What follows belongs to an exercise in optimizing a design on an open flow for small area and a short achievable clock period; a production flow would make more cautious choices.
The RTL was checked by simulation tests, not by an equivalence proof against the original design.
No run shown here takes its clock network from TritonCTS; it comes from the design's own scripts or RTL.
No driver is modelled on the clock port, so clock power and skew are understated where the tree is cut down; a real chip needs a root buffer or a tree.
Power is estimated from default activity; no workload was simulated.

==> flow/design.v <==
`timescale 10ns / 1ps
module AGU_top(
    input clk,
    input rst,
    input AGU_enable,
    output logic [$clog2(8192/16)-1:0] MA0_idx,
    output logic [$clog2(8192/16)-1:0] MA1_idx,
    output logic [$clog2(8192/16)-1:0] MA2_idx,
    output logic [$clog2(8192/16)-1:0] MA3_idx,
    output logic [$clog2(8192/16)-1:0] MA4_idx,
    output logic [$clog2(8192/16)-1:0] MA5_idx,
    output logic [$clog2(8192/16)-1:0] MA6_idx,
    output logic [$clog2(8192/16)-1:0] MA7_idx,
    output logic [$clog2(8192/16)-1:0] MA8_idx,
    output logic [$clog2(8192/16)-1:0] MA9_idx,
    output logic [$clog2(8192/16)-1:0] MA10_idx,
    output logic [$clog2(8192/16)-1:0] MA11_idx,
    output logic [$clog2(8192/16)-1:0] MA12_idx,
    output logic [$clog2(8192/16)-1:0] MA13_idx,
    output logic [$clog2(8192/16)-1:0] MA14_idx,
    output logic [$clog2(8192/16)-1:0] MA15_idx,
    output logic [$clog2(16) + 1-1:0] BN0_idx,
    output logic [$clog2(16) + 1-1:0] BN1_idx,
    output logic [$clog2(16) + 1-1:0] BN2_idx,
    output logic [$clog2(16) + 1-1:0] BN3_idx,
    output logic [$clog2(16) + 1-1:0] BN4_idx,
    output logic [$clog2(16) + 1-1:0] BN5_idx,
    output logic [$clog2(16) + 1-1:0] BN6_idx,
    output logic [$clog2(16) + 1-1:0] BN7_idx,
    output logic [$clog2(16) + 1-1:0] BN8_idx,
    output logic [$clog2(16) + 1-1:0] BN9_idx,
    output logic [$clog2(16) + 1-1:0] BN10_idx,
    output logic [$clog2(16) + 1-1:0] BN11_idx,
    output logic [$clog2(16) + 1-1:0] BN12_idx,
    output logic [$clog2(16) + 1-1:0] BN13_idx,
    output logic [$clog2(16) + 1-1:0] BN14_idx,
    output logic [$clog2(16) + 1-1:0] BN15_idx,
    output logic AGU_done_out,
    output logic BN_MA_out_en,
    output logic [2:0] l_AGU_out
);
    logic [4:0] en_d;       
    logic [1:0] L;          
    logic [8:0] C;          
    logic [3:0] S, dS, dS_nxt, dS_odd;
    logic e, fresh, first, wrap;
    logic [1:0] L_nxt;
    logic [8:0] C_nxt;
    assign e     = en_d[4];
    assign fresh = dS[3] & ~C[0];
    assign first = (L == 2'd3);
    assign wrap  = (&C) | first;
    always_comb begin
        if (!e) begin
            C_nxt = 9'd0;
            L_nxt = fresh ? {2{AGU_enable}} : L;
        end else if (wrap) begin
            C_nxt = 9'd0;
            L_nxt = {L == 2'd1, L[1] == L[0]};
        end else begin
            C_nxt = C + 9'd1;
            L_nxt = L;
        end
    end
    always_ff @(posedge clk or posedge rst) begin
        if (rst) begin
            en_d <= 5'd0;
            L    <= 2'd0;
            C    <= 9'd0;
        end else begin
            en_d <= {en_d[3:0], AGU_enable};
            L    <= L_nxt;
            C    <= C_nxt;
        end
    end
    logic [2:0] G;
    assign G = {e & (L == 2'd2), e & (L == 2'd1), e & (L[1] == L[0])};
    logic [8:0] ma_d0, ma_d1;
    always_comb begin
        for (int k = 5; k < 9; k++) begin
            ma_d0[k] = (G[1] & C[13-k]) | (G[2] & C[9-k]);
            ma_d1[k] = ma_d0[k] | G[0];
        end
        for (int k = 1; k < 5; k++) begin
            ma_d0[k] = (G[0] & C[k+4]) | (G[2] & C[9-k]);
            ma_d1[k] = ma_d0[k] | G[1];
        end
        ma_d0[0] = (G[0] | G[1]) & C[4];
        ma_d1[0] = ma_d0[0] | G[2];
    end
    always_comb begin
        casez (C[7:1])
            7'b??????0: dS_odd = (L == 2'd2) ? 4'd0  : 4'd1;
            7'b?????01: dS_odd = (L == 2'd2) ? 4'd6  : 4'd1;
            7'b????011: dS_odd = (L == 2'd2) ? 4'd10 : 4'd1;
            7'b???0111: dS_odd = (L == 2'd2) ? 4'd4  : 4'd2;
            7'b??01111: dS_odd = (L == 2'd0) ? 4'd2  : 4'd1;
            7'b?011111: dS_odd = (L == 2'd0) ? 4'd2  : 4'd7;
            7'b0111111: dS_odd = (L == 2'd0) ? 4'd2  : 4'd11;
            default:    dS_odd = (L == 2'd0) ? 4'd3  : 4'd5;
        endcase
        dS_nxt = (e && !wrap && !C[0]) ? dS_odd : 4'd1;
    end
    always_ff @(posedge clk or posedge rst) begin
        if (rst) begin
            S  <= 4'd0;
            dS <= 4'd8;
        end else begin
            S  <= (!e || wrap) ? 4'd0 : S + dS;
            dS <= dS_nxt;
        end
    end
    logic eS0, eS0n, eS1, eS1n, eS2, eS2n, eS3, eS3n, x10;
    logic [3:0] cy2;
    logic [7:0] cy3;
    logic [1:0] bn_d0;
    logic [3:0] bn_d1;
    logic [7:0] bn_d2;
    logic [15:0] bn_d3;
    always_comb begin
        eS0 = e & S[0]; eS0n = e & ~S[0];
        eS1 = e & S[1]; eS1n = e & ~S[1];
        eS2 = e & S[2]; eS2n = e & ~S[2];
        eS3 = e & S[3]; eS3n = e & ~S[3];
        bn_d0[0] = eS0;
        bn_d0[1] = eS0n;
        bn_d1[0] = eS1;
        bn_d1[1] = S[0] ? eS1n : eS1;
        bn_d1[2] = eS1n;
        bn_d1[3] = S[0] ? eS1 : eS1n;
        for (int v = 0; v < 4; v++) begin
            cy2[v] = ({1'b0, S[1:0]} + v) >= 3'd4;
            bn_d2[v]     = cy2[v] ? eS2n : eS2;
            bn_d2[v + 4] = cy2[v] ? eS2 : eS2n;
        end
        for (int v = 0; v < 8; v++) begin
            cy3[v] = ({1'b0, S[2:0]} + v) >= 4'd8;
            bn_d3[v]     = cy3[v] ? eS3n : eS3;
            bn_d3[v + 8] = cy3[v] ? eS3 : eS3n;
        end
    end
    logic [1:0]  ma_r0, ma_r1, ma_r2, ma_r3, ma_r4, ma_r5, ma_r6, ma_r7, ma_r8;
    logic [1:0]  bn_r0;
    logic [3:0]  bn_r1;
    logic [7:0]  bn_r2;
    logic [15:0] bn_r3;
    always_ff @(posedge clk or posedge rst) begin
        if (rst) begin
            ma_r0 <= '0; ma_r1 <= '0; ma_r2 <= '0; ma_r3 <= '0; ma_r4 <= '0;
            ma_r5 <= '0; ma_r6 <= '0; ma_r7 <= '0; ma_r8 <= '0;
            bn_r0 <= '0; bn_r1 <= '0; bn_r2 <= '0; bn_r3 <= '0;
            AGU_done_out <= 1'b0;
            BN_MA_out_en <= 1'b0;
            l_AGU_out    <= 3'd0;
        end else begin
            ma_r0 <= {ma_d1[0], ma_d0[0]}; ma_r1 <= {ma_d1[1], ma_d0[1]};
            ma_r2 <= {ma_d1[2], ma_d0[2]}; ma_r3 <= {ma_d1[3], ma_d0[3]};
            ma_r4 <= {ma_d1[4], ma_d0[4]}; ma_r5 <= {ma_d1[5], ma_d0[5]};
            ma_r6 <= {ma_d1[6], ma_d0[6]}; ma_r7 <= {ma_d1[7], ma_d0[7]};
            ma_r8 <= {ma_d1[8], ma_d0[8]};
            bn_r0 <= bn_d0; bn_r1 <= bn_d1; bn_r2 <= bn_d2; bn_r3 <= bn_d3;
            AGU_done_out <= G[2] & (&C);
            BN_MA_out_en <= e;
            l_AGU_out    <= e ? {1'b0, L_nxt} : 3'd0;
        end
    end
    assign MA0_idx = {ma_r8[0], ma_r7[0], ma_r6[0], ma_r5[0], ma_r4[0], ma_r3[0], ma_r2[0], ma_r1[0], ma_r0[0]};
    assign MA1_idx = {ma_r8[0], ma_r7[0], ma_r6[0], ma_r5[1], ma_r4[0], ma_r3[0], ma_r2[0], ma_r1[1], ma_r0[0]};
    assign MA2_idx = {ma_r8[0], ma_r7[0], ma_r6[1], ma_r5[0], ma_r4[0], ma_r3[0], ma_r2[1], ma_r1[0], ma_r0[0]};
    assign MA3_idx = {ma_r8[0], ma_r7[0], ma_r6[1], ma_r5[1], ma_r4[0], ma_r3[0], ma_r2[1], ma_r1[1], ma_r0[0]};
    assign MA4_idx = {ma_r8[0], ma_r7[1], ma_r6[0], ma_r5[0], ma_r4[0], ma_r3[1], ma_r2[0], ma_r1[0], ma_r0[0]};
    assign MA5_idx = {ma_r8[0], ma_r7[1], ma_r6[0], ma_r5[1], ma_r4[0], ma_r3[1], ma_r2[0], ma_r1[1], ma_r0[0]};
    assign MA6_idx = {ma_r8[0], ma_r7[1], ma_r6[1], ma_r5[0], ma_r4[0], ma_r3[1], ma_r2[1], ma_r1[0], ma_r0[0]};
    assign MA7_idx = {ma_r8[0], ma_r7[1], ma_r6[1], ma_r5[1], ma_r4[0], ma_r3[1], ma_r2[1], ma_r1[1], ma_r0[0]};
    assign MA8_idx = {ma_r8[1], ma_r7[0], ma_r6[0], ma_r5[0], ma_r4[1], ma_r3[0], ma_r2[0], ma_r1[0], ma_r0[1]};
    assign MA9_idx = {ma_r8[1], ma_r7[0], ma_r6[0], ma_r5[1], ma_r4[1], ma_r3[0], ma_r2[0], ma_r1[1], ma_r0[1]};
    assign MA10_idx = {ma_r8[1], ma_r7[0], ma_r6[1], ma_r5[0], ma_r4[1], ma_r3[0], ma_r2[1], ma_r1[0], ma_r0[1]};
    assign MA11_idx = {ma_r8[1], ma_r7[0], ma_r6[1], ma_r5[1], ma_r4[1], ma_r3[0], ma_r2[1], ma_r1[1], ma_r0[1]};
    assign MA12_idx = {ma_r8[1], ma_r7[1], ma_r6[0], ma_r5[0], ma_r4[1], ma_r3[1], ma_r2[0], ma_r1[0], ma_r0[1]};
    assign MA13_idx = {ma_r8[1], ma_r7[1], ma_r6[0], ma_r5[1], ma_r4[1], ma_r3[1], ma_r2[0], ma_r1[1], ma_r0[1]};
    assign MA14_idx = {ma_r8[1], ma_r7[1], ma_r6[1], ma_r5[0], ma_r4[1], ma_r3[1], ma_r2[1], ma_r1[0], ma_r0[1]};
    assign MA15_idx = {ma_r8[1], ma_r7[1], ma_r6[1], ma_r5[1], ma_r4[1], ma_r3[1], ma_r2[1], ma_r1[1], ma_r0[1]};
    assign BN0_idx = {1'b0, bn_r3[0], bn_r2[0], bn_r1[0], bn_r0[0]};
    assign BN1_idx = {1'b0, bn_r3[2], bn_r2[2], bn_r1[2], bn_r0[0]};
    assign BN2_idx = {1'b0, bn_r3[4], bn_r2[4], bn_r1[0], bn_r0[0]};
    assign BN3_idx = {1'b0, bn_r3[6], bn_r2[6], bn_r1[2], bn_r0[0]};
    assign BN4_idx = {1'b0, bn_r3[8], bn_r2[0], bn_r1[0], bn_r0[0]};
    assign BN5_idx = {1'b0, bn_r3[10], bn_r2[2], bn_r1[2], bn_r0[0]};
    assign BN6_idx = {1'b0, bn_r3[12], bn_r2[4], bn_r1[0], bn_r0[0]};
    assign BN7_idx = {1'b0, bn_r3[14], bn_r2[6], bn_r1[2], bn_r0[0]};
    assign BN8_idx = {1'b0, bn_r3[1], bn_r2[1], bn_r1[1], bn_r0[1]};
    assign BN9_idx = {1'b0, bn_r3[3], bn_r2[3], bn_r1[3], bn_r0[1]};
    assign BN10_idx = {1'b0, bn_r3[5], bn_r2[5], bn_r1[1], bn_r0[1]};
    assign BN11_idx = {1'b0, bn_r3[7], bn_r2[7], bn_r1[3], bn_r0[1]};
    assign BN12_idx = {1'b0, bn_r3[9], bn_r2[1], bn_r1[1], bn_r0[1]};
    assign BN13_idx = {1'b0, bn_r3[11], bn_r2[3], bn_r1[3], bn_r0[1]};
    assign BN14_idx = {1'b0, bn_r3[13], bn_r2[5], bn_r1[1], bn_r0[1]};
    assign BN15_idx = {1'b0, bn_r3[15], bn_r2[7], bn_r1[3], bn_r0[1]};
endmodule
==> flow/flow/run.sh <==
#!/bin/bash
# Standard ORFS layout, with: the smallest buffer (buf_1) on every input and
# output port; one shared tie cell for the constant outputs; and the clock
# distributed by four quadrant buffers (flow/pre_cts.tcl) instead of an H-tree.
set -euo pipefail
export BUFFER_PORTS_ARGS="-buffer_cell sky130_fd_sc_hd__buf_1"
export SKIP_REPAIR_TIE_FANOUT=1
export PRE_CTS_TCL="$(pwd)/flow/pre_cts.tcl"
export ROOT_CLKBUF=${ROOT_CLKBUF:-sky130_fd_sc_hd__clkbuf_16}
export SETUP_SLACK_MARGIN=5.5 CLK_GROUPS=4
bash standard.sh > standard_flow.log 2>&1
==> flow/flow/pre_cts.tcl <==
set cell $::env(ROOT_CLKBUF)
set block [ord::get_db_block]
set clknet [$block findNet clk]
set master [[ord::get_db] findMaster $cell]
set sinks {}
set sx 0
set sy 0
foreach it [$clknet getITerms] {
  set loc [[$it getInst] getLocation]
  lappend sinks [list $it [lindex $loc 0] [lindex $loc 1]]
  set sx [expr {$sx + [lindex $loc 0]}]
  set sy [expr {$sy + [lindex $loc 1]}]
}
set n [llength $sinks]
set cx [expr {$sx / $n}]
set cy [expr {$sy / $n}]
puts "pre_cts: $n clock sinks, centroid $cx $cy"
# Balanced split into CLK_GROUPS groups: with 4, halves by x median and
# then each half by its y median; otherwise equal strips along x.
set ng [expr {[info exists ::env(CLK_GROUPS)] ? $::env(CLK_GROUPS) : 4}]
set byx [lsort -integer -index 1 $sinks]
if {$ng == 4} {
  set h [expr {$n / 2}]
  set halves [list [lrange $byx 0 [expr {$h - 1}]] [lrange $byx $h end]]
  for {set i 0} {$i < 2} {incr i} {
    set byy [lsort -integer -index 2 [lindex $halves $i]]
    set k [expr {[llength $byy] / 2}]
    set grp([expr {2 * $i}]) [lrange $byy 0 [expr {$k - 1}]]
    set grp([expr {2 * $i + 1}]) [lrange $byy $k end]
  }
} else {
  for {set q 0} {$q < 4} {incr q} {
    set lo [expr {$q < $ng ? ($q * $n) / $ng : $n}]
    set hi [expr {$q < $ng ? (($q + 1) * $n) / $ng - 1 : $n - 1}]
    set grp($q) [lrange $byx $lo $hi]
  }
}
for {set q 0} {$q < 4} {incr q} {
  set m [llength $grp($q)]
  if {$m == 0} continue
  set gx 0
  set gy 0
  foreach s $grp($q) {
    lassign $s it x y
    set gx [expr {$gx + $x}]
    set gy [expr {$gy + $y}]
  }
  set buf [odb::dbInst_create $block $master clkbuf_q$q]
  set net [odb::dbNet_create $block clknet_q$q]
  $net setSigType CLOCK
  foreach s $grp($q) {
    set it [lindex $s 0]
    $it disconnect
    $it connect $net
  }
  [$buf findITerm A] connect $clknet
  [$buf findITerm X] connect $net
  $buf setLocation [expr {$gx / $m}] [expr {$gy / $m}]
  $buf setPlacementStatus PLACED
  puts "pre_cts: quadrant $q: $m sinks"
}
rename clock_tree_synthesis orig_clock_tree_synthesis
proc clock_tree_synthesis {args} { puts "clock_tree_synthesis skipped (quadrant buffers inserted)" }

# Flip-flops whose output drives several output-port buffers get a stronger
# drive (same function, dfrtp_1 -> FF_UPSIZE), so the clock-to-output paths
# are not slowed by the shared load.
if {[info exists ::env(FF_UPSIZE)] && $::env(FF_UPSIZE) ne ""} {
  set big [[ord::get_db] findMaster $::env(FF_UPSIZE)]
  set nup 0
  foreach inst [$block getInsts] {
    if {[[$inst getMaster] getName] ne "sky130_fd_sc_hd__dfrtp_1"} continue
    set q [$inst findITerm Q]
    set net [$q getNet]
    if {$net eq "NULL"} continue
    if {[llength [$net getITerms]] - 1 >= $::env(FF_UPSIZE_MIN_FANOUT)} {
      $inst swapMaster $big
      incr nup
    }
  }
  puts "pre_cts: $nup flip-flops upsized to $::env(FF_UPSIZE)"
}
==> flow/standard.sh <==
#!/bin/bash
# synth_recipe.tcl (not shown) runs the flow's synth.tcl, then flattens the netlist and writes it again
# the make line also repeats each setting of config.mk as NAME=value (left out here)
make -C /OpenROAD-flow-scripts/flow DESIGN_CONFIG=/design/flow/config.mk WORK_HOME=/design/flow/orfs CLKGATE_MAP_FILE= SYNTH_SCRIPT=/design/flow/synth_recipe.tcl "${@:-finish}"
==> flow/config.mk <==
export PLATFORM = sky130hd
export DESIGN_NAME = AGU_top
export DESIGN_NICKNAME = AGU_top
export VERILOG_FILES = /design/flow/design.v
export SDC_FILE = /design/flow/constraint.sdc
export NUM_CORES = 4
export LEC_CHECK = 0
export CAP_MARGIN = 20
export CORE_MARGIN = 2
export CORE_UTILIZATION = 40
export SLEW_MARGIN = 20
==> flow/constraint.sdc <==
create_clock -name core_clock -period 8.0 [get_ports {clk}]
set_input_delay 1.6000 -clock core_clock [delete_from_list [all_inputs] [get_ports {clk}]]
set_output_delay 1.6000 -clock core_clock [all_outputs]
set_load 0.01 [all_outputs]
==> out/results.txt, run 1 <==
CP Data Arrival Time: 830 ps
Initial DRC Count: 123
Initial antenna violation count: 0
Final nets: 476
All-layer global routing usage: 11.3%
Clock-pin slew on the worst setup and hold paths: 80 ps
Post-DR vias/cell: 4.27
Share of layout cells above drive strength 1: 3.69%
Worst setup EP type: output port
Vias in the first global route: 2125
Post-cts resize count: 1
Worst Path Required: 6400 ps
GPL Wtd Cong: 0.870
WL final: 7.53 mm
DR top layer: met4
Fin Setup TNS: 0 ps
Post-synth EDFFs: 0
YS warnings: 1
Unique masters post-synth: 43
Post-CTS setup buffers: 0
CP delay by family, top: flip-flops
Area grow syn2layout: -6.81%
Worst Setup Start Kind: flop
PwrDens: 265 nW/um2
Crit-path cells: buf_1
Ys async rst share: 100%
Final ANT Viol Nets: 0
Min-delay worst type: reg -> reg
DRC: 0
Vias after detailed routing: 2566
RSZ-0062 raised after global routing: false
Largest net degree at the start of global routing: 77
First-pass GRT wire length: 10.9 mm
Die Wd: 108 um
Normalized max-slew margin: 48.7%
CP Max Fanout: 8
Core area: 10700 um2
Ys flop type: dfrtp_1
Synthesis-stage register bit count: 76
Mapped Avg Cell Area: 10.0 um2
FMAX: 411 MHz
CTS Hold Buffers Added: 0
Max_cap viols: 0
Antenna cells: 0
Slew Limit Fails: 0
Die H: 108 um
Post-Syn Area: 4330 um2
Gate Count Post-Synth: 433
Status: complete, no violations
Port Buffers: 214
Final Skew: 6.42 ps
Met2 wire len: 3.82 mm
Sequential area share after synthesis: 43.9%
Worst skew pair latency: 150 ps
Syn nets: 446
Met3 wire length: 367 um
Final hold violations: 0
VDD IR-drop max: 0.0000919 V
Period utilisation layout: 30.4%
Lkg Pwr: 1.74 nW
CP max stage delay: 490 ps
Final setup violation count: 0
IO Pins: 232
Met1 wire length: 3.23 mm
First-pass DRT Iterations: 4
Area of the die: 11700 um2
WL/cell: 12.5 um
Slowest CP cell: dfrtp_1
Grt ovf: 0
Tot Pwr: 1.07 mW
Buffers & Inverters on Critical Path: 1
Hpwl dp: 5.46 mm
Least-Margin Pin Slew: 769 ps
Site Rows: 38
Starting Density: 40.5%
Final min period: 2430 ps
CP Class: reg -> out
synthesized netlist by cell type (5+ instances only):
master    count  area, um2
xnor2_1       5       43.8
and2_1       13       81.3
buf_4       178       1340
o21ai_0       6       30.0
xor2_1       12        105
a22oi_1       7       52.6
clkbuf_1     11       41.3
dfrtp_1      75       1880
a21oi_1      20        100
nand2_1       9       33.8
inv_1        10       37.5
nor2_1       34        128
ha_1          9        113
and3_1        5       31.3
placed cells by master, fill, tap and decap left out, drive strengths merged:
master	instances
conb	1
nand2	10
nand4b	1
o21ai	7
a211o	1
clkinv	1
clkbuf	4
inv	9
dfstp	1
nand4	2
o22ai	2
clkinvlp	1
or2b	1
and2	14
dfrtp	75
and3	5
nor3	2
ha	9
a22oi	7
or3b	2
xor2	12
a31oi	1
buf	216
o21a	1
o21bai	2
nand2b	2
or2	1
mux2i	1
or3	3
xnor2	5
nand3	3
a21o	2
fa	1
nor2	35
a21oi	21
area by class of cell:
class | instances | area (um2)
Timing Repair Buffer | 216 | 822
Inverter | 11 | 45.0
Multi-Input combinational cell | 154 | 993
Fill cell | 1085 | 6660
Sequential cell | 76 | 1900
Buffer | 4 | 100
Tap cell | 140 | 175
sequential cells by signal, indices dropped and copies added (netlist names), 4 cells and up:
register  flops
dS            4
C             9
bn_r3        16
bn_r1         4
S             4
bn_r2         8
en_d          5
per-stage QoR:
stage                     area (um2)  util [%]  instances  hold slack, ps  worst slack, ps
after floorplan                 4340         -        433             331             5550
after global placement          3930      36.8        597             334             5440
after detailed placement        3930      36.8        597             337             5400
after CTS                       4040      37.7        601             337             5600
after global routing            4040      37.8        601             362             5500
final                           4040      37.8        601             356             5570
path summary, 6_finish.rpt:
check	from	endpoint	slack [ps]	depth (start not counted)
max	ma_r4[0]$_DFF_PP0_	MA7_idx[4]	5570	1
min	en_d[1]$_DFF_PP0_	en_d[2]$_DFF_PP0_	360	0
max reg2reg	C[0]$_DFF_PP0_	dS[0]$_DFF_PP0_	5730	8
min reg2reg	en_d[1]$_DFF_PP0_	en_d[2]$_DFF_PP0_	360	0
max in group asynchronous	rst	ma_r0[0]$_DFF_PP0_	5910	3
min in group asynchronous	rst	bn_r3[0]$_DFF_PP0_	1620	3
cells by family after synthesis:
| kind of cell | after synthesis | synth area share (%) |
|---|---|---|
| buffers and inverters | 203 | 33.2 |
| and+or+nand+nor | 81 | 9.93 |
| DFF | 76 | 43.9 |
| AOI/OAI and AO/OA | 44 | 6.12 |
| xor gates and xnor gates | 17 | 3.44 |
| adders and majority gates | 10 | 3.06 |
| other | 1 | 0.0865 |
| muxes | 1 | 0.231 |
power by group:
group	leakage [nW]	total [mW]	internal, mW	switching, mW
logic	0.703	0.368	0.126	0.242
clock network	0.0493	0.184	0.0906	0.0937
registers	0.991	0.519	0.444	0.0751
metal layers:
layer | vias up | GRT usage (%)
met1 | 1221 | 16.2
met3 | 6 | 0.482
met4 | 0 | 1.56
met2 | 98 | 19.6
li1 | 1241 | -
met5 | - | 0
==> inputs of run 2 (changes only) <==
--- a/flow/design.v
+++ b/flow/design.v
@@ -41,21 +41,21 @@
 );
     logic [4:0] en_d;       
+    logic       started;    
+    logic       qpend;      
     logic [1:0] L;          
     logic [8:0] C;          
-    logic [3:0] S, dS, dS_nxt, dS_odd;
-    logic e, fresh, first, wrap;
+    logic e, first, wrap;
     logic [1:0] L_nxt;
     logic [8:0] C_nxt;
     assign e     = en_d[4];
-    assign fresh = dS[3] & ~C[0];
-    assign first = (L == 2'd3);
+    assign first = qpend;
     assign wrap  = (&C) | first;
     always_comb begin
         if (!e) begin
             C_nxt = 9'd0;
-            L_nxt = fresh ? {2{AGU_enable}} : L;
+            L_nxt = L;
         end else if (wrap) begin
             C_nxt = 9'd0;
-            L_nxt = {L == 2'd1, L[1] == L[0]};
+            L_nxt = (L == 2'd2) ? 2'd0 : L + 2'd1;
         end else begin
             C_nxt = C + 9'd1;
@@ -66,8 +66,12 @@
         if (rst) begin
             en_d <= 5'd0;
+            started <= 1'b0;
+            qpend   <= 1'b0;
             L    <= 2'd0;
             C    <= 9'd0;
         end else begin
             en_d <= {en_d[3:0], AGU_enable};
+            started <= 1'b1;
+            qpend   <= (~started & AGU_enable) | (qpend & ~e);
             L    <= L_nxt;
             C    <= C_nxt;
@@ -75,5 +79,5 @@
     end
     logic [2:0] G;
-    assign G = {e & (L == 2'd2), e & (L == 2'd1), e & (L[1] == L[0])};
+    assign G = {e & (L == 2'd2), e & (L == 2'd1), e & (L == 2'd0)};
     logic [8:0] ma_d0, ma_d1;
     always_comb begin
@@ -89,4 +93,5 @@
         ma_d1[0] = ma_d0[0] | G[2];
     end
+    logic [3:0] S, dS, dS_nxt, dS_odd;
     always_comb begin
         casez (C[7:1])
@@ -105,5 +110,5 @@
         if (rst) begin
             S  <= 4'd0;
-            dS <= 4'd8;
+            dS <= 4'd1;
         end else begin
             S  <= (!e || wrap) ? 4'd0 : S + dS;
--- a/flow/flow/run.sh
+++ b/flow/flow/run.sh
@@ -7,5 +7,5 @@
 export SKIP_REPAIR_TIE_FANOUT=1
 export PRE_CTS_TCL="$(pwd)/flow/pre_cts.tcl"
-export ROOT_CLKBUF=${ROOT_CLKBUF:-sky130_fd_sc_hd__clkbuf_16}
-export SETUP_SLACK_MARGIN=5.5 CLK_GROUPS=4
+export ROOT_CLKBUF=${ROOT_CLKBUF:-sky130_fd_sc_hd__clkbuf_8}
+export SETUP_SLACK_MARGIN=5.5
 bash standard.sh > standard_flow.log 2>&1
--- a/flow/flow/pre_cts.tcl
+++ b/flow/flow/pre_cts.tcl
@@ -1,2 +1,7 @@
+# Clock distribution: the design has under 100 flip-flops on a small die, so
+# the clock port drives four buffers (the flip-flops split in four equal
+# groups by position, each buffer at its group's centroid) and each buffer drives its group's clock
+# pins directly, instead of TritonCTS's two-level H-tree. The clock port
+# feeds only these four buffers. clock_tree_synthesis is then a no-op here.
 set cell $::env(ROOT_CLKBUF)
 set block [ord::get_db_block]
@@ -16,23 +21,13 @@
 set cy [expr {$sy / $n}]
 puts "pre_cts: $n clock sinks, centroid $cx $cy"
-# Balanced split into CLK_GROUPS groups: with 4, halves by x median and
-# then each half by its y median; otherwise equal strips along x.
-set ng [expr {[info exists ::env(CLK_GROUPS)] ? $::env(CLK_GROUPS) : 4}]
+# Balanced split: halves by x median, then each half by its y median.
 set byx [lsort -integer -index 1 $sinks]
-if {$ng == 4} {
-  set h [expr {$n / 2}]
-  set halves [list [lrange $byx 0 [expr {$h - 1}]] [lrange $byx $h end]]
-  for {set i 0} {$i < 2} {incr i} {
-    set byy [lsort -integer -index 2 [lindex $halves $i]]
-    set k [expr {[llength $byy] / 2}]
-    set grp([expr {2 * $i}]) [lrange $byy 0 [expr {$k - 1}]]
-    set grp([expr {2 * $i + 1}]) [lrange $byy $k end]
-  }
-} else {
-  for {set q 0} {$q < 4} {incr q} {
-    set lo [expr {$q < $ng ? ($q * $n) / $ng : $n}]
-    set hi [expr {$q < $ng ? (($q + 1) * $n) / $ng - 1 : $n - 1}]
-    set grp($q) [lrange $byx $lo $hi]
-  }
+set h [expr {$n / 2}]
+set halves [list [lrange $byx 0 [expr {$h - 1}]] [lrange $byx $h end]]
+for {set i 0} {$i < 2} {incr i} {
+  set byy [lsort -integer -index 2 [lindex $halves $i]]
+  set k [expr {[llength $byy] / 2}]
+  set grp([expr {2 * $i}]) [lrange $byy 0 [expr {$k - 1}]]
+  set grp([expr {2 * $i + 1}]) [lrange $byy $k end]
 }
 for {set q 0} {$q < 4} {incr q} {
--- a/flow/config.mk
+++ b/flow/config.mk
@@ -6,4 +6,5 @@
 export NUM_CORES = 4
 export LEC_CHECK = 0
+export ABC_AREA = 1
 export CAP_MARGIN = 20
 export CORE_MARGIN = 2
==> out/results.txt, run 2 <==
Largest register FFs: 16 (unchanged)
Core area: 10700 um2 (about the same)
Most frequent cells in the layout: buf_1 (211), dfrtp_1 (60), nand2_1 (55) (was buf_1 (214), dfrtp_1 (75), nor2_1 (34))
CP max stage delay: 490 ps (about the same)
All-layer global routing usage: 11.7% (was 11.3%)
R2r worst-path depth: 4 (was 8)
Fin Setup TNS: 0 ps (unchanged)
Final core utilization: 38.0% (was 37.8%)
Largest regs: bn_r3 (16), C (9), bn_r2 (8) (unchanged)
First-pass GRT wire length: 11.1 mm (was 10.9 mm)
Slowest CP cell: dfrtp_2 (was dfrtp_1)
CP delay by family, top: flip-flops (unchanged)
Met2 wire len: 3.85 mm (was 3.82 mm)
GPL Wtd Cong: 0.854 (was 0.870)
Ys async rst share: 100% (unchanged)
Post-Syn Area: 4380 um2 (was 4330 um2)
Least-Margin Pin Slew: 690 ps (was 769 ps)
CTS Hold Buffers Added: 0 (unchanged)
Met3 wire length: 452 um (was 367 um)
Worst Setup Start Kind: flop (unchanged)
Worst path depth: 1 (unchanged)
Period utilisation layout: 30.5% (was 30.4%)
Post-cts resize count: 1 (unchanged)
PwrDens: 191 nW/um2 (was 265 nW/um2)
IO Pins: 232 (unchanged)
Tot Pwr: 0.781 mW (was 1.07 mW)
Met1 wire length: 3.32 mm (was 3.23 mm)
Area of the die: 11800 um2 (was 11700 um2)
Initial antenna violation count: 0 (unchanged)
WL/cell: 11.8 um (was 12.5 um)
Final min period: 2440 ps (was 2430 ps)
Area contributors post-synth: dfrtp_1 (44%), buf_4 (30%), nand2_1 (4.7%), inv_1 (3.3%), nor2_1 (3.2%) (was dfrtp_1 (43%), buf_4 (31%), nor2_1 (2.9%), ha_1 (2.6%), xor2_1 (2.4%))
Final nets: 523 (was 476)
Sequential area share after synthesis: 44.6% (was 43.9%)
Synthesis-stage register bit count: 78 (was 76)
Final setup violation count: 0 (unchanged)
Ys flop type: dfrtp_1 (unchanged)
Post-DR vias/cell: 4.18 (was 4.27)
Worst Path Required: 6400 ps (about the same)
Initial DRC Count: 161 (was 123)
Final hold violations: 0 (unchanged)
Die Wd: 109 um (was 108 um)
Port Buffers: 214 (unchanged)
DRC: 0 (unchanged)
Syn nets: 484 (was 446)
FMAX: 409 MHz (was 411 MHz)
Site Rows: 38 (unchanged)
CP Class: reg -> out (unchanged)
Final ANT Viol Nets: 0 (unchanged)
Vias in the first global route: 2137 (was 2125)
Clock-pin slew on the worst setup and hold paths: 120 ps (was 80 ps)
CP Max Fanout: 8 (unchanged)
Commonest non-fill, non-tap cell in the layout: buf_1 (unchanged)
Buffers & Inverters on Critical Path: 1 (unchanged)
Share of layout cells above drive strength 1: 9.18% (was 3.69%)
Worst setup EP type: output port (unchanged)
Hold WS: 356 ps (about the same)
CP Data Arrival Time: 840 ps (was 830 ps)
Slew Limit Fails: 0 (unchanged)
VDD IR-drop max: 0.0000826 V (was 0.0000919 V)
Antenna cells: 0 (unchanged)
First-pass DRT Iterations: 4 (unchanged)
Grt ovf: 0 (unchanged)
Post-synth EDFFs: 0 (unchanged)
Largest area contributor in the netlist: dfrtp_1 (unchanged)
Share of the synthesized area in the top cell type: 44.0% (was 43.3%)
DR top layer: met4 (unchanged)
Worst skew pair latency: 170 ps (was 150 ps)
Max_cap viols: 0 (unchanged)
Vias after detailed routing: 2728 (was 2566)
Post-synth top cells: buf_4 (177), dfrtp_1 (77), nand2_1 (55) (was buf_4 (178), dfrtp_1 (75), nor2_1 (34))
Final Skew: 16.0 ps (was 6.42 ps)
RSZ-0062 raised after global routing: true (was false)
Status: complete, no violations (unchanged)
Die H: 109 um (was 108 um)
Most flop-heavy register: bn_r3 (unchanged)
Lkg Pwr: 1.83 nW (was 1.74 nW)
Gate Count Post-Synth: 475 (was 433)
Crit-path cells: buf_1 (unchanged)
Unique masters post-synth: 30 (was 43)
Mapped Avg Cell Area: 9.21 um2 (was 10.0 um2)
Area grow syn2layout: -6.66% (was -6.81%)
Largest net degree at the start of global routing: 79 (was 77)
YS warnings: 1 (unchanged)
WL final: 7.70 mm (was 7.53 mm)
Starting Density: 40.7% (was 40.5%)
Normalized max-slew margin: 54.0% (was 48.7%)
Min-delay worst type: reg -> reg (unchanged)
Hold Path Stages: 0 (unchanged)
Hpwl dp: 5.94 mm (was 5.46 mm)
Most frequent cell after synthesis: buf_4 (unchanged)
Post-CTS setup buffers: 0 (unchanged)
[run 2: changes by cell type in the layout (fill, tap and decap cells not counted), sizes merged, moves of 5 or more]
cell   before  now
nand2      10   60
inv         9   42
and2       14    0
o21ai       7   20
a21oi      21    9
xor2       12    2
nor2       35   42
o22ai       2    9
a22oi       7    1
and3        5    0
[run 2: report_power, final]
group,internal (mW),switching (mW)
logic,0.0554,0.132
registers,0.422,0.0323
clock network,0.0468,0.0930
total,0.524,0.257
[run 2: path summary, 6_finish.rpt]
kind | end | from | slack [ps]
hold reg to reg | en_d[1]$_DFF_PP0_ | en_d[0]$_DFF_PP0_ | 360
min in group asynchronous | bn_r1[2]$_DFF_PP0_ | rst | 1600
setup / recovery | MA4_idx[5] | ma_r5[0]$_DFF_PP0_ | 5560
max in group asynchronous | ma_r6[0]$_DFF_PP0_ | rst | 5880
hold / removal | en_d[1]$_DFF_PP0_ | en_d[0]$_DFF_PP0_ | 360
setup reg to reg | bn_r3[9]$_DFF_PP0_ | en_d[4]$_DFF_PP0_ | 5900
[run 2: cell families after synthesis]
family | synth area share [%]
AO/OA/AOI/OAI | 6.69
XOR/XNOR | 0.801
adder cells (fa/ha/maj) | 1.89
buffers and inverters | 34.9
flip-flops | 44.6
other | 0.172
AND/OR/NAND/NOR | 10.9
[run 2: final cells by class]
type,count,area [um2]
fill,1079,6660
sequential,78,1970
multi-input combinational,172,896
timing repair buffer,215,818
tap,140,175
inverter,43,165
buffer,4,55.1
[run 2: through the flow]
step                setup WS [ps]  cell area (um2)  cells
floorplan                    5520             4380    475
global placement             5420             4000    648
global route                 5470             4080    652
finish                       5560             4080    652
detailed placement           5390             4000    648
CTS                          5660             4060    652
[run 2: routing by layer]
metal	vias up	track usage, %
met3	5	0.964
met4	0	1.01
met2	102	19.7
met1	1258	17.0
li1	1363	-
met5	-	0
==> inputs of run 3 (changes only) <==
--- a/flow/design.v
+++ b/flow/design.v
@@ -93,26 +93,22 @@
         ma_d1[0] = ma_d0[0] | G[2];
     end
-    logic [3:0] S, dS, dS_nxt, dS_odd;
-    always_comb begin
-        casez (C[7:1])
-            7'b??????0: dS_odd = (L == 2'd2) ? 4'd0  : 4'd1;
-            7'b?????01: dS_odd = (L == 2'd2) ? 4'd6  : 4'd1;
-            7'b????011: dS_odd = (L == 2'd2) ? 4'd10 : 4'd1;
-            7'b???0111: dS_odd = (L == 2'd2) ? 4'd4  : 4'd2;
-            7'b??01111: dS_odd = (L == 2'd0) ? 4'd2  : 4'd1;
-            7'b?011111: dS_odd = (L == 2'd0) ? 4'd2  : 4'd7;
-            7'b0111111: dS_odd = (L == 2'd0) ? 4'd2  : 4'd11;
-            default:    dS_odd = (L == 2'd0) ? 4'd3  : 4'd5;
+    logic [3:0] S, dS;
+    always_comb begin
+        casez (C[7:0])
+            8'b???????0: dS = 4'd1;
+            8'b??????01: dS = (L == 2'd2) ? 4'd0  : 4'd1;
+            8'b?????011: dS = (L == 2'd2) ? 4'd6  : 4'd1;
+            8'b????0111: dS = (L == 2'd2) ? 4'd10 : 4'd1;
+            8'b???01111: dS = (L == 2'd2) ? 4'd4  : 4'd2;
+            8'b??011111: dS = (L == 2'd0) ? 4'd2  : 4'd1;
+            8'b?0111111: dS = (L == 2'd0) ? 4'd2  : 4'd7;
+            8'b01111111: dS = (L == 2'd0) ? 4'd2  : 4'd11;
+            default:     dS = (L == 2'd0) ? 4'd3  : 4'd5;
         endcase
-        dS_nxt = (e && !wrap && !C[0]) ? dS_odd : 4'd1;
     end
     always_ff @(posedge clk or posedge rst) begin
-        if (rst) begin
-            S  <= 4'd0;
-            dS <= 4'd1;
-        end else begin
-            S  <= (!e || wrap) ? 4'd0 : S + dS;
-            dS <= dS_nxt;
-        end
+        if (rst)               S <= 4'd0;
+        else if (!e || wrap)   S <= 4'd0;
+        else                   S <= S + dS;
     end
     logic eS0, eS0n, eS1, eS1n, eS2, eS2n, eS3, eS3n, x10;
--- a/flow/flow/run.sh
+++ b/flow/flow/run.sh
@@ -7,5 +7,4 @@
 export SKIP_REPAIR_TIE_FANOUT=1
 export PRE_CTS_TCL="$(pwd)/flow/pre_cts.tcl"
-export ROOT_CLKBUF=${ROOT_CLKBUF:-sky130_fd_sc_hd__clkbuf_8}
-export SETUP_SLACK_MARGIN=5.5
+export ROOT_CLKBUF=${ROOT_CLKBUF:-sky130_fd_sc_hd__clkbuf_16}
 bash standard.sh > standard_flow.log 2>&1
==> flow/flow/pre_cts.tcl (replaced) <==
# Clock distribution: the design has under 100 flip-flops on a small die, so
# the clock port drives four buffers (one per quadrant of the flip-flops,
# each at its group's centroid) and each buffer drives its group's clock
# pins directly, instead of TritonCTS's two-level H-tree. The clock port
# feeds only these four buffers. clock_tree_synthesis is then a no-op here.
set cell $::env(ROOT_CLKBUF)
set block [ord::get_db_block]
set clknet [$block findNet clk]
set master [[ord::get_db] findMaster $cell]
set sinks {}
set sx 0
set sy 0
foreach it [$clknet getITerms] {
  set loc [[$it getInst] getLocation]
  lappend sinks [list $it [lindex $loc 0] [lindex $loc 1]]
  set sx [expr {$sx + [lindex $loc 0]}]
  set sy [expr {$sy + [lindex $loc 1]}]
}
set n [llength $sinks]
set cx [expr {$sx / $n}]
set cy [expr {$sy / $n}]
puts "pre_cts: $n clock sinks, centroid $cx $cy"
for {set q 0} {$q < 4} {incr q} { set grp($q) {} }
foreach s $sinks {
  lassign $s it x y
  set q [expr {($x >= $cx ? 1 : 0) + ($y >= $cy ? 2 : 0)}]
  lappend grp($q) $s
}
for {set q 0} {$q < 4} {incr q} {
  set m [llength $grp($q)]
  if {$m == 0} continue
  set gx 0
  set gy 0
  foreach s $grp($q) {
    lassign $s it x y
    set gx [expr {$gx + $x}]
    set gy [expr {$gy + $y}]
  }
  set buf [odb::dbInst_create $block $master clkbuf_q$q]
  set net [odb::dbNet_create $block clknet_q$q]
  $net setSigType CLOCK
  foreach s $grp($q) {
    set it [lindex $s 0]
    $it disconnect
    $it connect $net
  }
  [$buf findITerm A] connect $clknet
  [$buf findITerm X] connect $net
  $buf setLocation [expr {$gx / $m}] [expr {$gy / $m}]
  $buf setPlacementStatus PLACED
  puts "pre_cts: quadrant $q: $m sinks"
}
rename clock_tree_synthesis orig_clock_tree_synthesis
proc clock_tree_synthesis {args} { puts "clock_tree_synthesis skipped (quadrant buffers inserted)" }
--- a/flow/config.mk
+++ b/flow/config.mk
@@ -10,3 +10,4 @@
 export CORE_MARGIN = 2
 export CORE_UTILIZATION = 40
+export SETUP_SLACK_MARGIN = 5
 export SLEW_MARGIN = 20
==> out/results.txt, run 3 <==
Vias in the first global route: 2212 (was 2137)
Max_cap viols: 0 (unchanged)
R2r worst-path depth: 14 (was 4)
Antenna cells: 0 (unchanged)
Share of layout cells above drive strength 1: 7.81% (was 9.18%)
Area grow syn2layout: -6.24% (was -6.66%)
Core area: 10400 um2 (was 10700 um2)
DRC: 0 (unchanged)
Status: complete, no violations (unchanged)
Post-Syn Area: 4330 um2 (was 4380 um2)
Normalized max-slew margin: 38.1% (was 54.0%)
P_sw: 0.282 mW (was 0.257 mW)
CP Max Fanout: 5 (was 8)
Port Buffers: 214 (unchanged)
Area of the die: 11700 um2 (was 11800 um2)
Most frequent cells in the layout: buf_1 (214), dfrtp_1 (74), nand2_1 (57) (was buf_1 (211), dfrtp_1 (60), nand2_1 (55))
Largest area contributor in the netlist: dfrtp_1 (unchanged)
Largest register FFs: 16 (unchanged)
Clock-pin slew on the worst setup and hold paths: 90 ps (was 120 ps)
Final Skew: 17.3 ps (was 16.0 ps)
R2R Path Start: C[0]$_DFF_PP0_ (was en_d[4]$_DFF_PP0_)
Finished Cell Area: 4060 um2 (was 4080 um2)
Initial DRC Count: 67 (was 161)
RSZ-0062 raised after global routing: false (was true)
Post-cts resize count: 0 (was 1)
Die H: 108 um (was 109 um)
Post-CTS setup buffers: 0 (unchanged)
Gate Count Post-Synth: 475 (unchanged)
Ys async rst share: 100% (unchanged)
First-pass DRT Iterations: 4 (unchanged)
CTS Hold Buffers Added: 0 (unchanged)
Clock network fraction of design power: 21.6% (was 17.9%)
FMAX: 396 MHz (was 409 MHz)
Post-Synth Adder-Cell Area: 2.77% (was 1.89%)
Post-synth top cells: buf_4 (178), dfrtp_1 (74), nand2_1 (57) (was buf_4 (177), dfrtp_1 (77), nand2_1 (55))
GPL Wtd Cong: 0.819 (was 0.854)
Dpl cells: 644 (was 648)
DP Area: 3960 um2 (was 4000 um2)
Lkg Pwr: 1.81 nW (was 1.83 nW)
Syn nets: 487 (was 484)
Logic pwr share: 25.9% (was 24.0%)
Seq pwr share: 52.5% (was 58.1%)
R2r setup slk: 5470 ps (was 5900 ps)
VDD IR-drop max: 0.0000930 V (was 0.0000826 V)
Switching share of power: 33.4% (was 33.0%)
Least-Margin Pin Slew: 928 ps (was 690 ps)
WL final: 7.60 mm (was 7.70 mm)
Post-DR vias/cell: 4.19 (was 4.18)
Final ANT Viol Nets: 0 (unchanged)
Unique masters post-synth: 31 (was 30)
Worst Path Required: 8030 ps (was 6400 ps)
Hold Path Stages: 0 (unchanged)
Final core utilization: 39.0% (was 38.0%)
PwrDens: 208 nW/um2 (was 191 nW/um2)
Vias after detailed routing: 2716 (was 2728)
Slew Limit Fails: 0 (unchanged)
CP Data Arrival Time: 2550 ps (was 840 ps)
IO Pins: 232 (unchanged)
Post-Synth Simple-Gate Area: 12.5% (was 10.9%)
Area contributors post-synth: dfrtp_1 (43%), buf_4 (31%), nand2_1 (4.9%), nor2_1 (3.0%), inv_1 (2.9%) (was dfrtp_1 (44%), buf_4 (30%), nand2_1 (4.7%), inv_1 (3.3%), nor2_1 (3.2%))
YS warnings: 1 (unchanged)
Mapped Avg Cell Area: 9.12 um2 (was 9.21 um2)
Final min period: 2530 ps (was 2440 ps)
Site Rows: 37 (was 38)
Post-synthesis mux area share: 0% (unchanged)
Reg2reg end: S[2]$_DFF_PP0_ (was bn_r3[9]$_DFF_PP0_)
Share of the synthesized area in the top cell type: 42.8% (was 44.0%)
Final nets: 526 (was 523)
Final setup violation count: 0 (unchanged)
Most frequent cell after synthesis: buf_4 (unchanged)
Sequential area share after synthesis: 42.8% (was 44.6%)
Largest family of logic cells by synthesized area: buffers and inverters (unchanged)
Largest regs: bn_r3 (16), C (9), bn_r2 (8) (unchanged)
Period utilisation layout: 31.6% (was 30.5%)
Initial antenna violation count: 0 (unchanged)
First-pass GRT wire length: 11.1 mm (about the same)
Min-delay worst type: reg -> reg (unchanged)
Grt ovf: 0 (unchanged)
Internal power: 0.561 mW (was 0.524 mW)
Ys flop type: dfrtp_1 (unchanged)
Worst Setup Start Kind: flop (unchanged)
Commonest non-fill, non-tap cell in the layout: buf_1 (unchanged)
Hpwl dp: 5.75 mm (was 5.94 mm)
Finished Layout Cells: 648 (was 652)
Worst setup EP type: flop (was output port)
Beginning of the critical path: C[0]$_DFF_PP0_ (was ma_r5[0]$_DFF_PP0_)
All-layer global routing usage: 11.5% (was 11.7%)
Die Wd: 108 um (was 109 um)
Fin Setup TNS: 0 ps (unchanged)
Critical Path End: S[2]$_DFF_PP0_ (was MA4_idx[5])
Worst skew pair latency: 150 ps (was 170 ps)
Post-synthesis compound-gate area fraction: 6.33% (was 6.69%)
Largest net degree at the start of global routing: 75 (was 79)
WL/cell: 11.7 um (was 11.8 um)
Synth Area in XOR/XNOR: 0.202% (was 0.801%)
Final hold violations: 0 (unchanged)
Tot Pwr: 0.843 mW (was 0.781 mW)
Starting Density: 41.6% (was 40.7%)
CP Class: reg -> reg (was reg -> out)
Post-synth EDFFs: 0 (unchanged)
Synthesis-stage register bit count: 74 (was 78)
Most flop-heavy register: bn_r3 (unchanged)
run 3: cell count changes in the layout (fill, tap and decap cells not counted), sizes merged, moves of 2 or more:
| cell | delta |
|---|---|
| inv | +3 |
| ha | +3 |
| xnor2 | -2 |
| dfrtp | -3 |
| nand4 | +3 |
| a21oi | -2 |
| clkbuf | -3 |
| nand3 | +3 |
| buf | +3 |
run 3: layout make-up:
type | instances | area, um2
Sequential cell | 74 | 1850
Tap cell | 136 | 170
Multi-Input combinational cell | 173 | 951
Fill cell | 1017 | 6360
Inverter | 46 | 176
Buffer | 4 | 100
Timing Repair Buffer | 215 | 811
run 3: logic make-up (layout without fill, tap and decap cells):
logic type                 count (synthesis)  count (layout)
adders and majority gates                  9               9
other                                      2               2
DFF                                       74              74
AOI/OAI and AO/OA                         39              39
buffers and inverters                    228             265
and+or+nand+nor                          122             122
xor gates and xnor gates                   1               1
run 3: layer usage:
layer	track usage, %	up-vias	part of all wire (%)
met5	0	-	0
met4	1.10	0	1.0
met3	0.844	5	5.4
met2	21.0	105	52
met1	15.5	1252	41
li1	-	1354	-
run 3: power by group through the flow:
| stage | Combinational, mW | Sequential (mW) | Clock [mW] |
|---|---|---|---|
| after floorplan | 0.234 | 0.457 | 0 |
| after global placement | 0.223 | 0.450 | 0 |
| after detailed placement | 0.223 | 0.451 | 0 |
| after CTS | 0.223 | 0.452 | 0.145 |
| after global routing | 0.246 | 0.450 | 0.198 |
| final | 0.218 | 0.443 | 0.182 |
run 3: through the flow:
step	setup slack, ps	hold slack (ps)
after global placement	5470	335
after global routing	5250	364
after detailed placement	5420	339
after CTS	5420	339
after floorplan	5570	331
final	5470	356
run 3: worst min path at each step:
stage,from,end,slack [ps]
2_1_floorplan,en_d[0]$_DFF_PP0_,en_d[1]$_DFF_PP0_,330
3_5_place_dp,en_d[1]$_DFF_PP0_,en_d[2]$_DFF_PP0_,340
3_3_place_gp,en_d[3]$_DFF_PP0_,en_d[4]$_DFF_PP0_,340
6_report,en_d[1]$_DFF_PP0_,en_d[2]$_DFF_PP0_,360
4_1_cts,en_d[1]$_DFF_PP0_,en_d[2]$_DFF_PP0_,340
5_1_grt,en_d[1]$_DFF_PP0_,en_d[2]$_DFF_PP0_,360
run 3: critical path: stages, from the launching register on:
cell and delay (ps):
dfrtp_1 420, ha_1 280, nand3_2 120, inv_1 60, ha_1 200, nor2_1 110, nand3_1 90, nor2_1 140
nand2_1 80, nand4_1 100, ha_1 170, inv_1 60, fa_1 370, xor2_1 160, nor2_1 60
==> inputs of run 4 (changes only) <==
--- a/flow/design.v
+++ b/flow/design.v
@@ -41,21 +41,21 @@
 );
     logic [4:0] en_d;       
-    logic       started;    
-    logic       qpend;      
     logic [1:0] L;          
     logic [8:0] C;          
-    logic e, first, wrap;
+    logic [3:0] S, dS, dS_nxt, dS_odd;
+    logic e, fresh, first, wrap;
     logic [1:0] L_nxt;
     logic [8:0] C_nxt;
     assign e     = en_d[4];
-    assign first = qpend;
+    assign fresh = dS[3] & ~C[0];
+    assign first = (L == 2'd3);
     assign wrap  = (&C) | first;
     always_comb begin
         if (!e) begin
             C_nxt = 9'd0;
-            L_nxt = L;
+            L_nxt = fresh ? {2{AGU_enable}} : L;
         end else if (wrap) begin
             C_nxt = 9'd0;
-            L_nxt = (L == 2'd2) ? 2'd0 : L + 2'd1;
+            L_nxt = {L == 2'd1, L[1] == L[0]};
         end else begin
             C_nxt = C + 9'd1;
@@ -66,12 +66,8 @@
         if (rst) begin
             en_d <= 5'd0;
-            started <= 1'b0;
-            qpend   <= 1'b0;
             L    <= 2'd0;
             C    <= 9'd0;
         end else begin
             en_d <= {en_d[3:0], AGU_enable};
-            started <= 1'b1;
-            qpend   <= (~started & AGU_enable) | (qpend & ~e);
             L    <= L_nxt;
             C    <= C_nxt;
@@ -79,5 +75,5 @@
     end
     logic [2:0] G;
-    assign G = {e & (L == 2'd2), e & (L == 2'd1), e & (L == 2'd0)};
+    assign G = {e & (L == 2'd2), e & (L == 2'd1), e & (L[1] == L[0])};
     logic [8:0] ma_d0, ma_d1;
     always_comb begin
@@ -93,22 +89,25 @@
         ma_d1[0] = ma_d0[0] | G[2];
     end
-    logic [3:0] S, dS;
     always_comb begin
-        casez (C[7:0])
-            8'b???????0: dS = 4'd1;
-            8'b??????01: dS = (L == 2'd2) ? 4'd0  : 4'd1;
-            8'b?????011: dS = (L == 2'd2) ? 4'd6  : 4'd1;
-            8'b????0111: dS = (L == 2'd2) ? 4'd10 : 4'd1;
-            8'b???01111: dS = (L == 2'd2) ? 4'd4  : 4'd2;
-            8'b??011111: dS = (L == 2'd0) ? 4'd2  : 4'd1;
-            8'b?0111111: dS = (L == 2'd0) ? 4'd2  : 4'd7;
-            8'b01111111: dS = (L == 2'd0) ? 4'd2  : 4'd11;
-            default:     dS = (L == 2'd0) ? 4'd3  : 4'd5;
+        casez (C[7:1])
+            7'b??????0: dS_odd = (L == 2'd2) ? 4'd0  : 4'd1;
+            7'b?????01: dS_odd = (L == 2'd2) ? 4'd6  : 4'd1;
+            7'b????011: dS_odd = (L == 2'd2) ? 4'd10 : 4'd1;
+            7'b???0111: dS_odd = (L == 2'd2) ? 4'd4  : 4'd2;
+            7'b??01111: dS_odd = (L == 2'd0) ? 4'd2  : 4'd1;
+            7'b?011111: dS_odd = (L == 2'd0) ? 4'd2  : 4'd7;
+            7'b0111111: dS_odd = (L == 2'd0) ? 4'd2  : 4'd11;
+            default:    dS_odd = (L == 2'd0) ? 4'd3  : 4'd5;
         endcase
+        dS_nxt = (e && !wrap && !C[0]) ? dS_odd : 4'd1;
     end
     always_ff @(posedge clk or posedge rst) begin
-        if (rst)               S <= 4'd0;
-        else if (!e || wrap)   S <= 4'd0;
-        else                   S <= S + dS;
+        if (rst) begin
+            S  <= 4'd0;
+            dS <= 4'd8;
+        end else begin
+            S  <= (!e || wrap) ? 4'd0 : S + dS;
+            dS <= dS_nxt;
+        end
     end
     logic eS0, eS0n, eS1, eS1n, eS2, eS2n, eS3, eS3n, x10;
==> flow/flow/run.sh (replaced) <==
#!/bin/bash
# Standard ORFS layout, with: the smallest buffer (buf_1) on every input and
# output port; one shared tie cell for the constant outputs; and the clock
# distributed by four quadrant buffers (flow/pre_cts.tcl) instead of an H-tree;
# ports fed by one shared register are kept together (flow/pin_groups.tcl).
set -euo pipefail
export BUFFER_PORTS_ARGS="-buffer_cell sky130_fd_sc_hd__buf_1"
export SKIP_REPAIR_TIE_FANOUT=1
export PRE_IO_PLACEMENT_TCL="$(pwd)/flow/pin_groups.tcl"
export PRE_CTS_TCL="$(pwd)/flow/pre_cts.tcl"
export ROOT_CLKBUF=${ROOT_CLKBUF:-sky130_fd_sc_hd__clkbuf_16}
export SETUP_SLACK_MARGIN=5.5
bash standard.sh > standard_flow.log 2>&1
==> flow/flow/pin_groups.tcl (new file) <==
# Keep the output ports driven by one shared register next to each other,
# so the register and its port buffers sit together (generated by
# gen/mk_pins.py).
set_io_pin_constraint -group -order -pin_names {MA0_idx[0] MA1_idx[0] MA2_idx[0] MA3_idx[0] MA4_idx[0] MA5_idx[0] MA6_idx[0] MA7_idx[0]}
set_io_pin_constraint -group -order -pin_names {MA8_idx[0] MA9_idx[0] MA10_idx[0] MA11_idx[0] MA12_idx[0] MA13_idx[0] MA14_idx[0] MA15_idx[0]}
set_io_pin_constraint -group -order -pin_names {MA0_idx[1] MA2_idx[1] MA4_idx[1] MA6_idx[1] MA8_idx[1] MA10_idx[1] MA12_idx[1] MA14_idx[1]}
set_io_pin_constraint -group -order -pin_names {MA1_idx[1] MA3_idx[1] MA5_idx[1] MA7_idx[1] MA9_idx[1] MA11_idx[1] MA13_idx[1] MA15_idx[1]}
set_io_pin_constraint -group -order -pin_names {MA0_idx[2] MA1_idx[2] MA4_idx[2] MA5_idx[2] MA8_idx[2] MA9_idx[2] MA12_idx[2] MA13_idx[2]}
set_io_pin_constraint -group -order -pin_names {MA2_idx[2] MA3_idx[2] MA6_idx[2] MA7_idx[2] MA10_idx[2] MA11_idx[2] MA14_idx[2] MA15_idx[2]}
set_io_pin_constraint -group -order -pin_names {MA0_idx[3] MA1_idx[3] MA2_idx[3] MA3_idx[3] MA8_idx[3] MA9_idx[3] MA10_idx[3] MA11_idx[3]}
set_io_pin_constraint -group -order -pin_names {MA4_idx[3] MA5_idx[3] MA6_idx[3] MA7_idx[3] MA12_idx[3] MA13_idx[3] MA14_idx[3] MA15_idx[3]}
set_io_pin_constraint -group -order -pin_names {MA0_idx[4] MA1_idx[4] MA2_idx[4] MA3_idx[4] MA4_idx[4] MA5_idx[4] MA6_idx[4] MA7_idx[4]}
set_io_pin_constraint -group -order -pin_names {MA8_idx[4] MA9_idx[4] MA10_idx[4] MA11_idx[4] MA12_idx[4] MA13_idx[4] MA14_idx[4] MA15_idx[4]}
set_io_pin_constraint -group -order -pin_names {MA0_idx[5] MA2_idx[5] MA4_idx[5] MA6_idx[5] MA8_idx[5] MA10_idx[5] MA12_idx[5] MA14_idx[5]}
set_io_pin_constraint -group -order -pin_names {MA1_idx[5] MA3_idx[5] MA5_idx[5] MA7_idx[5] MA9_idx[5] MA11_idx[5] MA13_idx[5] MA15_idx[5]}
set_io_pin_constraint -group -order -pin_names {MA0_idx[6] MA1_idx[6] MA4_idx[6] MA5_idx[6] MA8_idx[6] MA9_idx[6] MA12_idx[6] MA13_idx[6]}
set_io_pin_constraint -group -order -pin_names {MA2_idx[6] MA3_idx[6] MA6_idx[6] MA7_idx[6] MA10_idx[6] MA11_idx[6] MA14_idx[6] MA15_idx[6]}
set_io_pin_constraint -group -order -pin_names {MA0_idx[7] MA1_idx[7] MA2_idx[7] MA3_idx[7] MA8_idx[7] MA9_idx[7] MA10_idx[7] MA11_idx[7]}
set_io_pin_constraint -group -order -pin_names {MA4_idx[7] MA5_idx[7] MA6_idx[7] MA7_idx[7] MA12_idx[7] MA13_idx[7] MA14_idx[7] MA15_idx[7]}
set_io_pin_constraint -group -order -pin_names {MA0_idx[8] MA1_idx[8] MA2_idx[8] MA3_idx[8] MA4_idx[8] MA5_idx[8] MA6_idx[8] MA7_idx[8]}
set_io_pin_constraint -group -order -pin_names {MA8_idx[8] MA9_idx[8] MA10_idx[8] MA11_idx[8] MA12_idx[8] MA13_idx[8] MA14_idx[8] MA15_idx[8]}
set_io_pin_constraint -group -order -pin_names {BN0_idx[0] BN1_idx[0] BN2_idx[0] BN3_idx[0] BN4_idx[0] BN5_idx[0] BN6_idx[0] BN7_idx[0]}
set_io_pin_constraint -group -order -pin_names {BN8_idx[0] BN9_idx[0] BN10_idx[0] BN11_idx[0] BN12_idx[0] BN13_idx[0] BN14_idx[0] BN15_idx[0]}
set_io_pin_constraint -group -order -pin_names {BN0_idx[1] BN2_idx[1] BN4_idx[1] BN6_idx[1]}
set_io_pin_constraint -group -order -pin_names {BN8_idx[1] BN10_idx[1] BN12_idx[1] BN14_idx[1]}
set_io_pin_constraint -group -order -pin_names {BN1_idx[1] BN3_idx[1] BN5_idx[1] BN7_idx[1]}
set_io_pin_constraint -group -order -pin_names {BN9_idx[1] BN11_idx[1] BN13_idx[1] BN15_idx[1]}
set_io_pin_constraint -group -order -pin_names {BN0_idx[2] BN4_idx[2]}
set_io_pin_constraint -group -order -pin_names {BN8_idx[2] BN12_idx[2]}
set_io_pin_constraint -group -order -pin_names {BN1_idx[2] BN5_idx[2]}
set_io_pin_constraint -group -order -pin_names {BN9_idx[2] BN13_idx[2]}
set_io_pin_constraint -group -order -pin_names {BN2_idx[2] BN6_idx[2]}
set_io_pin_constraint -group -order -pin_names {BN10_idx[2] BN14_idx[2]}
set_io_pin_constraint -group -order -pin_names {BN3_idx[2] BN7_idx[2]}
set_io_pin_constraint -group -order -pin_names {BN11_idx[2] BN15_idx[2]}
--- a/flow/flow/pre_cts.tcl
+++ b/flow/flow/pre_cts.tcl
@@ -53,2 +53,21 @@
 rename clock_tree_synthesis orig_clock_tree_synthesis
 proc clock_tree_synthesis {args} { puts "clock_tree_synthesis skipped (quadrant buffers inserted)" }
+
+# Flip-flops whose output drives several output-port buffers get a stronger
+# drive (same function, dfrtp_1 -> FF_UPSIZE), so the clock-to-output paths
+# are not slowed by the shared load.
+if {[info exists ::env(FF_UPSIZE)] && $::env(FF_UPSIZE) ne ""} {
+  set big [[ord::get_db] findMaster $::env(FF_UPSIZE)]
+  set nup 0
+  foreach inst [$block getInsts] {
+    if {[[$inst getMaster] getName] ne "sky130_fd_sc_hd__dfrtp_1"} continue
+    set q [$inst findITerm Q]
+    set net [$q getNet]
+    if {$net eq "NULL"} continue
+    if {[llength [$net getITerms]] - 1 >= $::env(FF_UPSIZE_MIN_FANOUT)} {
+      $inst swapMaster $big
+      incr nup
+    }
+  }
+  puts "pre_cts: $nup flip-flops upsized to $::env(FF_UPSIZE)"
+}
--- a/flow/config.mk
+++ b/flow/config.mk
@@ -6,8 +6,7 @@
 export NUM_CORES = 4
 export LEC_CHECK = 0
-export ABC_AREA = 1
 export CAP_MARGIN = 20
 export CORE_MARGIN = 2
 export CORE_UTILIZATION = 40
-export SETUP_SLACK_MARGIN = 5
+export PLACE_DENSITY = 0.85
 export SLEW_MARGIN = 20
==> out/results.txt, run 4 <==
GPL Wtd Cong: 0.934 (was 0.819)
Final Skew: 26.6 ps (was 17.3 ps)
Sequential area share after synthesis: 43.9% (was 42.8%)
Least-Margin Pin Slew: 787 ps (was 928 ps)
Buffers & Inverters on Critical Path: 1 (was 2)
Register area: 1900 um2 (was 1850 um2)
Multi-input logic area: 993 um2 (was 951 um2)
Internal power: 0.661 mW (was 0.561 mW)
Lkg Pwr: 1.74 nW (was 1.81 nW)
Worst setup EP type: output port (was flop)
Grt ovf: 0 (unchanged)
Final ANT Viol Nets: 0 (unchanged)
Hpwl dp: 5.42 mm (was 5.75 mm)
Commonest non-fill, non-tap cell in the layout: buf_1 (unchanged)
Synthesis-stage register bit count: 76 (was 74)
Finished Cell Area: 4040 um2 (was 4060 um2)
Post-synth EDFFs: 0 (unchanged)
CP Max Fanout: 8 (was 5)
Antenna cells: 0 (unchanged)
Seq pwr share: 48.2% (was 52.5%)
IO Pins: 232 (unchanged)
Largest net degree at the start of global routing: 77 (was 75)
Syn nets: 446 (was 487)
DP Area: 3930 um2 (was 3960 um2)
Post-CTS setup buffers: 0 (unchanged)
Pre-CTS WS: 5410 ps (was 5420 ps)
Max_cap viols: 0 (unchanged)
Normalized max-slew margin: 47.5% (was 38.1%)
Most frequent cells in the layout: buf_1 (214), dfrtp_1 (75), nor2_1 (34) (was buf_1 (214), dfrtp_1 (74), nand2_1 (57))
Crit-path cells: buf_1 (was ha_1 > nand3_2 > inv_1 > ha_1 > nor2_1 > nand3_1 > nor2_1 > nand2_1 > nand4_1 > ha_1 > inv_1 > fa_1 > xor2_1 > nor2_1)
Largest register FFs: 16 (unchanged)
VDD IR-drop max: 0.000141 V (was 0.0000930 V)
Clock-pin slew on the worst setup and hold paths: 80 ps (was 90 ps)
Slowest CP cell: dfrtp_1 (unchanged)
Initial antenna violation count: 0 (unchanged)
Initial DRC Count: 172 (was 67)
Area of the die: 11700 um2 (about the same)
Status: complete, no violations (unchanged)
Final min period: 2370 ps (was 2530 ps)
Die Wd: 108 um (about the same)
CP delay by family, top: flip-flops (was adder cells)
Gate Count Post-Synth: 433 (was 475)
Final nets: 476 (was 526)
CP max stage delay: 450 ps (was 420 ps)
Site Rows: 38 (was 37)
RSZ-0062 raised after global routing: false (unchanged)
Fill cell count: 1070 (was 1017)
Clock network fraction of design power: 17.0% (was 21.6%)
Post-Syn Area: 4330 um2 (about the same)
YS warnings: 1 (unchanged)
Switching share of power: 38.5% (was 33.4%)
Period utilisation layout: 29.7% (was 31.6%)
CP Class: reg -> out (was reg -> reg)
Final hold violations: 0 (unchanged)
Slew Limit Fails: 0 (unchanged)
Vias after detailed routing: 2592 (was 2716)
WL/cell: 12.3 um (was 11.7 um)
CP Data Arrival Time: 770 ps (was 2550 ps)
Mapped Avg Cell Area: 10.0 um2 (was 9.12 um2)
Vias in the first global route: 2131 (was 2212)
Ys async rst share: 100% (unchanged)
Share of the synthesized area in the top cell type: 43.3% (was 42.8%)
Most frequent cell after synthesis: buf_4 (unchanged)
Port Buffers: 214 (unchanged)
First-pass DRT Iterations: 4 (unchanged)
Post-synth top cells: buf_4 (178), dfrtp_1 (75), nor2_1 (34) (was buf_4 (178), dfrtp_1 (74), nand2_1 (57))
Setup ws final: 5630 ps (was 5470 ps)
Ys flop type: dfrtp_1 (unchanged)
Share of layout cells above drive strength 1: 3.69% (was 7.81%)
Min-delay worst type: reg -> reg (unchanged)
First-pass GRT wire length: 11.0 mm (was 11.1 mm)
Fin Setup TNS: 0 ps (unchanged)
WL final: 7.40 mm (was 7.60 mm)
Core area: 10700 um2 (was 10400 um2)
PwrDens: 266 nW/um2 (was 208 nW/um2)
Post-DR vias/cell: 4.31 (was 4.19)
Area grow syn2layout: -6.81% (was -6.24%)
Most flop-heavy register: bn_r3 (unchanged)
P_sw: 0.413 mW (was 0.282 mW)
Die H: 108 um (about the same)
Worst Path Required: 6400 ps (was 8030 ps)
Starting Density: 40.5% (was 41.6%)
Final setup violation count: 0 (unchanged)
Unique masters post-synth: 43 (was 31)
All-layer global routing usage: 11.6% (was 11.5%)
Largest regs: bn_r3 (16), C (9), bn_r2 (8) (unchanged)
FMAX: 421 MHz (was 396 MHz)
Logic pwr share: 34.9% (was 25.9%)
Worst Setup Start Kind: flop (unchanged)
Area contributors post-synth: dfrtp_1 (43%), buf_4 (31%), nor2_1 (2.9%), ha_1 (2.6%), xor2_1 (2.4%) (was dfrtp_1 (43%), buf_4 (31%), nand2_1 (4.9%), nor2_1 (3.0%), inv_1 (2.9%))
Worst skew pair latency: 160 ps (was 150 ps)
DRC: 0 (unchanged)
Largest area contributor in the netlist: dfrtp_1 (unchanged)
-- run 4: repair_timing --
item / CTS / global route
gates resized for setup: 1 / 1
setup endpoints to repair: 75 / 1
gates cloned: 0 / 0
hold buffers: 0 / 0
-- run 4: through the flow --
step	cells	hold slack, ps	util, %	total power, mW
final	601	352	37.8	1.07
after global routing	601	359	37.8	1.16
after CTS	601	343	37.7	1.06
after detailed placement	597	343	36.8	0.904
after global placement	597	333	36.8	0.897
after floorplan	433	331	-	0.919
-- run 4: cells by family (layout without fill, tap and decap cells) --
family / count (synthesis) / in the layout / share of synthesized area (%)
flip-flops: 76 / 76 / 43.9
buffers and inverters: 203 / 231 / 33.2
AO/OA/AOI/OAI: 44 / 44 / 6.12
adder cells (fa/ha/maj): 10 / 10 / 3.06
multiplexers: 1 / 1 / 0.231
other: 1 / 1 / 0.0865
AND/OR/NAND/NOR: 81 / 81 / 9.93
XOR/XNOR: 17 / 17 / 3.44
-- run 4: final cells by class --
type,instances,share of cell area [%]
Timing Repair Buffer,216,20.4
Multi-Input combinational cell,154,24.6
Buffer,4,2.48
Tap cell,140,4.34
Sequential cell,76,47.1
Inverter,11,1.12
-- run 4: worst paths after layout --
check | from | endpoint | cells after the start | slack, ps
max | ma_r7[0]$_DFF_PP0_ | MA2_idx[7] | 1 | 5630
min | en_d[3]$_DFF_PP0_ | en_d[4]$_DFF_PP0_ | 0 | 350
max reg2reg | C[0]$_DFF_PP0_ | dS[0]$_DFF_PP0_ | 8 | 5810
min reg2reg | en_d[3]$_DFF_PP0_ | en_d[4]$_DFF_PP0_ | 0 | 350
max in group asynchronous | rst | C[3]$_DFF_PP0_ | 3 | 5900
min in group asynchronous | rst | bn_r3[1]$_DFF_PP0_ | 3 | 1630
-- run 4: metal layers --
metal	up-vias	GRT usage [%]	part of all wire, %
met5	-	0	0
met1	1228	15.3	39
met4	0	2.47	2.0
li1	1246	-	-
met3	8	1.45	7.3
met2	110	20.4	51
-- run 4: power groups by stage --
stage                     logic, mW  registers, mW  clock network (mW)
after global routing          0.421          0.532               0.202
after floorplan               0.393          0.525                   0
after detailed placement      0.377          0.527                   0
after global placement        0.371          0.526                   0
after CTS                     0.381          0.528               0.147
final                         0.375          0.517               0.182

## port drivers added, routing unchanged
In the flow no input, the clock included, has a driving cell. The finished layouts below were timed again as built, in two steps. Step 1 (the two cells are an assumption about what drives the block):
set clk [get_ports {clk}]
set_driving_cell -lib_cell sky130_fd_sc_hd__clkbuf_16 $clk
set_driving_cell -lib_cell sky130_fd_sc_hd__buf_2 [delete_from_list [all_inputs] $clk]
Step 2 adds t to the input delays and takes it off the output delays; t is the mean of the earliest and latest rising clock arrival at the registers after step 1. Input paths then give back, and output paths get back, about the clock's delay inside the block. Three values: ideal, step 1, step 2; two values: the first two.
run	t (ns)	setup slack, ns	latest minus earliest clock arrival (ns)	slew at the worst register clock pin (ns)
run 1	0.218	5.568 / 5.492 / 5.710	0.006 / 0.007	0.08 / 0.08
run 2	0.228	5.558 / 5.495 / 5.699	0.016 / 0.015	0.12 / 0.12
run 3	0.218	5.474 / 5.474 / 5.474	0.018 / 0.018	0.09 / 0.09
run 4	0.222	5.627 / 5.549 / 5.735	0.027 / 0.028	0.09 / 0.09
After both steps every run listed still meets setup and hold. The worst setup slack also covers recovery checks on asynchronous resets.
